This is an optimization exercise on Yosys and OpenROAD, whose aim is small area, not a production implementation.
In this exercise RTL edits were held to simulation tests only and were not proved equivalent to the original.
Power and IR drop assume default switching activity.

before:
==> flow/design.v <==
module ALU #(
    parameter [8:0] FAST = 9'b100000000,   
    parameter integer K = 4                
) (
    input  wire [7:0] a,
    input  wire [7:0] b,
    input  wire [2:0] op,
    output wire [7:0] result
);
    wire is_mul = (op == 3'd3);
    wire is_dv  = op[2] & (op[0] ^ op[1]);    
    wire is_div = (op == 3'd5);
    wire inv    = is_dv | (op == 3'd4);       
    wire [7:0] bx = b ^ {8{inv}};
    wire [8:0] nz;
    assign nz[8] = 1'b1;
    genvar w, j;
    generate
        for (w = 7; w >= 1; w = w - 1) begin : g_nz
            assign nz[w] = nz[w + 1] & ~b[w];
        end
    endgenerate
    wire [7:0] q;
    wire [7:0] rr [0:8];
    assign rr[8] = 8'd0;
    wire [K-1:0] rk;    
    generate
        for (w = 1; w <= 8; w = w + 1) begin : g_st
            localparam P = w % 2;              
            wire [w-1:0] t;                     
            wire [w:0]   d;                     
            wire [w-1:0] y;                     
            wire         cin;                   
            if (w == K + 1) begin : g_tk
                assign t[K:1] = rk;
            end else if (w > 1) begin : g_t
                assign t[w-1:1] = rr[9 - w][w-2:0];
            end
            if (w <= K) begin : g_ytop
                assign t[0] = a[8 - w] ^ P[0];
                assign y = ~b[w-1:0] ^ {w{P[0]}};
                assign cin = 1'b1 ^ P[0];
            end else begin : g_y
                assign t[0] = (a[8 - w] & ~is_mul) ^ P[0];
                assign y = bx[w-1:0] ^ {w{P[0]}};
                assign cin = inv ^ P[0];
            end
            if (FAST[w]) begin : g_fast
                wire [w-1:0] tt = t ^ {w{P[0]}};
                wire [w-1:0] yt = y ^ {w{P[0]}};
                assign d = ({1'b0, tt} + {1'b0, yt} + {{w{1'b0}}, cin ^ P[0]}) ^ {(w+1){P[0]}};
            end else begin : g_rip
                wire [w:0] c;
                assign c[0] = cin;
                for (j = 0; j < w; j = j + 1) begin : g_b
                    assign d[j]   = t[j] ^ y[j] ^ c[j];
                    assign c[j+1] = (t[j] & y[j]) | (t[j] & c[j]) | (y[j] & c[j]);
                end
                assign d[w] = c[w];
            end
            wire ge = nz[w] & (d[w] ^ P[0]);
            assign q[8 - w] = ge;
            wire sel;
            if (w <= K) begin : g_stop
                assign sel = ge;
            end else if (w == 8) begin : g_slast
                assign sel = is_mul ? a[0] : is_dv ? ge : 1'b1;
            end else begin : g_smid
                assign sel = is_mul ? a[8 - w] : (is_dv & ge);
            end
            assign rr[8 - w][w-1:0] = ~(sel ? d[w-1:0] : t);
            if (w < 8) begin : g_pad
                assign rr[8 - w][7:w] = {(8 - w){1'b0}};
            end
        end
    endgenerate
    localparam PK = (K + 1) % 2;
    wire [K-1:0] mk = a[7:8-K] * b[K-1:0];
    assign rk = is_mul ? (mk ^ {K{PK[0]}}) : is_dv ? rr[8-K][K-1:0] : (a[7:8-K] ^ {K{PK[0]}});
    assign result = is_div ? q : ~rr[0];
endmodule
module queue_with_controller (
    input  wire       clk,
    input  wire       rst,
    input  wire       shift,
    input  wire [7:0] back,
    input  wire       inc,
    input  wire       dec,
    input  wire       set_err,
    output wire [7:0] a,
    output wire [7:0] b,
    output wire [7:0] tail,
    output reg  [2:0] n,
    output reg        err
);
    reg [7:0] r0, r1, r2, r3, r4;
    always @(posedge clk) begin
        if (shift) begin
            r0 <= back;
            r1 <= r0;
            r2 <= r1;
            r3 <= r2;
            r4 <= r3;
        end
    end
    always @(posedge clk or posedge rst) begin
        if (rst) begin
            n   <= 3'd0;
            err <= 1'b0;
        end else begin
            if (inc)
                n <= n + 3'd1;
            else if (dec)
                n <= n - 3'd1;
            if (set_err)
                err <= 1'b1;
        end
    end
    reg [7:0] ra, rb;
    always @* begin
        case ({n[2], n[0]})
            2'd0: begin ra = r1; rb = r0; end
            2'd1: begin ra = r2; rb = r1; end
            2'd2: begin ra = r3; rb = r2; end
            2'd3: begin ra = r4; rb = r3; end
        endcase
    end
    assign a = ra;
    assign b = rb;
    assign tail = r0;
endmodule
module calculator(
    input wire clk,
    input wire rst,
    input wire[7:0] in,
    input wire[2:0] op,
    input wire apply,
    output wire[7:0] tail,
    output wire empty,
    output wire valid
);
    wire [7:0] a, b, result;
    wire [2:0] n;
    wire err;
    wire go     = apply & ~err;
    wire is_push = (op == 3'd0);
    wire is_pop  = (op == 3'd1);
    wire is_arith = (op != 3'd0) & (op != 3'd1) & (op != 3'd7);
    wire by_div  = op[2] & (op[0] ^ op[1]);
    wire full    = (n == 3'd5);
    wire none    = (n == 3'd0);
    wire two     = n[2] | n[1];            
    wire bzero   = (b == 8'd0);
    wire ok_push  = is_push & ~full;
    wire ok_pop   = is_pop & ~none;
    wire ok_arith = is_arith & two & ~(by_div & bzero);
    wire shift   = go & (ok_push | ok_arith);
    wire inc     = go & ok_push;
    wire dec     = go & (ok_pop | ok_arith);
    wire set_err = go & ~(ok_push | ok_pop | ok_arith);
    queue_with_controller queue (
        .clk(clk), .rst(rst),
        .shift(shift), .back(is_push ? in : result),
        .inc(inc), .dec(dec), .set_err(set_err),
        .a(a), .b(b), .tail(tail), .n(n), .err(err)
    );
    ALU alu (.a(a), .b(b), .op(op), .result(result));
    assign empty = none;
    assign valid = ~err;
endmodule
==> flow/config.mk <==
export PLATFORM = sky130hd
export DESIGN_NAME = calculator
export DESIGN_NICKNAME = calculator
export VERILOG_FILES = /design/flow/design.v
export SDC_FILE = /design/flow/constraint.sdc
export NUM_CORES = 4
export LEC_CHECK = 0
export ABC_AREA = 1
export CAP_MARGIN = 20
export CORE_MARGIN = 2
export CORE_UTILIZATION = 40
export SLEW_MARGIN = 20
==> flow/constraint.sdc <==
create_clock -name core_clock -period 15.0 [get_ports {clk}]
set_input_delay 3.0000 -clock core_clock [delete_from_list [all_inputs] [get_ports {clk}]]
set_output_delay 3.0000 -clock core_clock [all_outputs]
set_load 0.01 [all_outputs]
standard.sh (not shown) runs the stock make flow with config.mk's settings and CLKGATE_MAP_FILE= SYNTH_SCRIPT=/design/flow/synth_recipe.tcl, a recipe that flattens the netlist after the stock synthesis.
==> flow/flow/run.sh <==
#!/bin/bash
# The standard layout (standard.sh) with two changes:
#  1. After the standard synthesis, its combinational logic is mapped again by
#     ABC without the full-adder cells that synthesis extracted (reopt.ys). The
#     registers are untouched: same instances, names and cell types.
#  2. The buffers that buffer_ports puts on the ports use sky130_fd_sc_hd__buf_1.
# Each tool's output goes to a log of its own in this folder.
set -euo pipefail
here=$(cd "$(dirname "$0")" && pwd)
work=$(pwd)
res=$work/orfs/results/$FLOW_PLATFORM/calculator/base
lib=$FLOW_HOME/platforms/$FLOW_PLATFORM/lib/sky130_fd_sc_hd__tt_025C_1v80.lib
yosys=$(command -v yosys || echo "$FLOW_HOME/../tools/install/yosys/bin/yosys")
export BUFFER_PORTS_ARGS="-buffer_cell sky130_fd_sc_hd__buf_1"

# 1. standard synthesis
bash standard.sh synth > synth.log 2>&1
cp "$res/1_2_yosys.v" "$work/standard_synth.v"

# 2. map the combinational logic again
dont_use=$(sed -n '/^export DONT_USE_CELLS/,/^#/p' "$FLOW_HOME/platforms/$FLOW_PLATFORM/config.mk" \
  | grep -o 'sky130_fd_sc_hd__[A-Za-z0-9_]*' | sed 's/^/-dont_use /' | tr '\n' ' ')
script=$(tr -d '\n' < "$here/abc.script" | sed 's/[&|\\]/\\&/g')
sed -e "s|@LIB@|$lib|g" -e "s|@IN@|$work/standard_synth.v|g" -e "s|@OUT@|$work/reopt.v|g" \
    -e "s|@TOP@|$FLOW_TOP|g" -e "s|@DONT_USE@|$dont_use|g" -e "s|@SCRIPT@|$script|g" "$here/reopt.ys" > "$work/reopt_run.ys"
"$yosys" -l "$work/reopt.log" -s "$work/reopt_run.ys" > /dev/null 2>&1
cp "$work/reopt.v" "$res/1_2_yosys.v"
rm -f "$res/1_synth.odb" "$res/1_synth.sdc"

# 3. the rest of the standard layout, from the new netlist
bash standard.sh > layout.log 2>&1
==> flow/flow/abc.script <==
strash;&get,-n;&deepsyn,-T,30;&dch,-f;&nf,-R,1000,-p;&put;topo;dnsize;
==> flow/flow/reopt.ys <==
# Re-map the combinational cells of a mapped netlist; keep the registers.
read_liberty -ignore_miss_func @LIB@
blackbox sky130_fd_sc_hd__*df* sky130_fd_sc_hd__*dl* sky130_fd_sc_hd__conb_*
read_verilog @IN@
hierarchy -check -top @TOP@
flatten
opt_clean -purge
stat -liberty @LIB@
abc -liberty @LIB@ @DONT_USE@ -script +@SCRIPT@
# the cell types abc used were dropped by hierarchy; reload them as black boxes
read_liberty -lib @LIB@
opt_clean -purge
hilomap -singleton -hicell sky130_fd_sc_hd__conb_1 HI -locell sky130_fd_sc_hd__conb_1 LO
splitnets
opt_clean -purge
stat -liberty @LIB@
check -assert
write_verilog -noattr -nohex -nodec @OUT@
before reached the end of the flow, and the finished layout is clean on the timing, DRC and antenna checks.
The following lists how after was set up differently from before:
-- flow/design.v --
<<< before, line 1
module ALU #(
    parameter [8:0] FAST = 9'b100000000,   
    parameter integer K = 4                
) (
    input  wire [7:0] a,
>>> after, line 1
module ALU #(
    parameter [8:0] FAST = 9'b000000000,   
    parameter integer K = 3                
) (
    input  wire [7:0] a,
Findings:
Diff before and after: proportion of power drawn by combinational gates higher in after. Total internal power, before and after: smaller value in after. Delta (after minus before): wire length now smaller; die area went down by about 2%; sequential fraction of total cell area now sits higher; fill cell total of the finished layout went down; synthesized instance count fell by 5. Total met3 wirelength after detailed routing (after vs. before) decreases by more than 10%. On switching power: between before and after, it ends up lower for after. Number of inverters outside the clock class in the layout ends up lower on after. Compared with before, combinational power in after increased by a little under 10%. Cmp before and after / slack of the critical path / lower: after. Detailed-routed wire length on met2 ended up about 1.7% lower on after than on before.

port drivers added, routing unchanged:
The results above use ideal ports. As a check the final layouts listed here were re-extracted and re-timed, cells and wires unchanged.
Step 1 sets driving cells, clkbuf_16 on the clock port and buf_2 on the other inputs (assumed; they add their load-dependent delay and slew).
Step 2 times the ports against the registers' clock, not the clock port: input delays grow and output delays shrink by t, the midpoint of the rising clock arrivals with the driver on.
Slacks: no drivers / after step 1 / after step 2; pairs: no drivers / after step 1.
run	t (ns)	setup WS [ns]	hold WS [ns]
before	0.335	1.122 / 1.122 / 1.122	0.492 / 0.492 / 0.492
after	0.315	0.921 / 0.929 / 0.615	0.451 / 0.451 / 0.451
After both steps setup and hold are still met in every run listed. The setup slack of after, which loses most, moves by +0.008 ns with the drivers and by -0.306 ns with both steps.
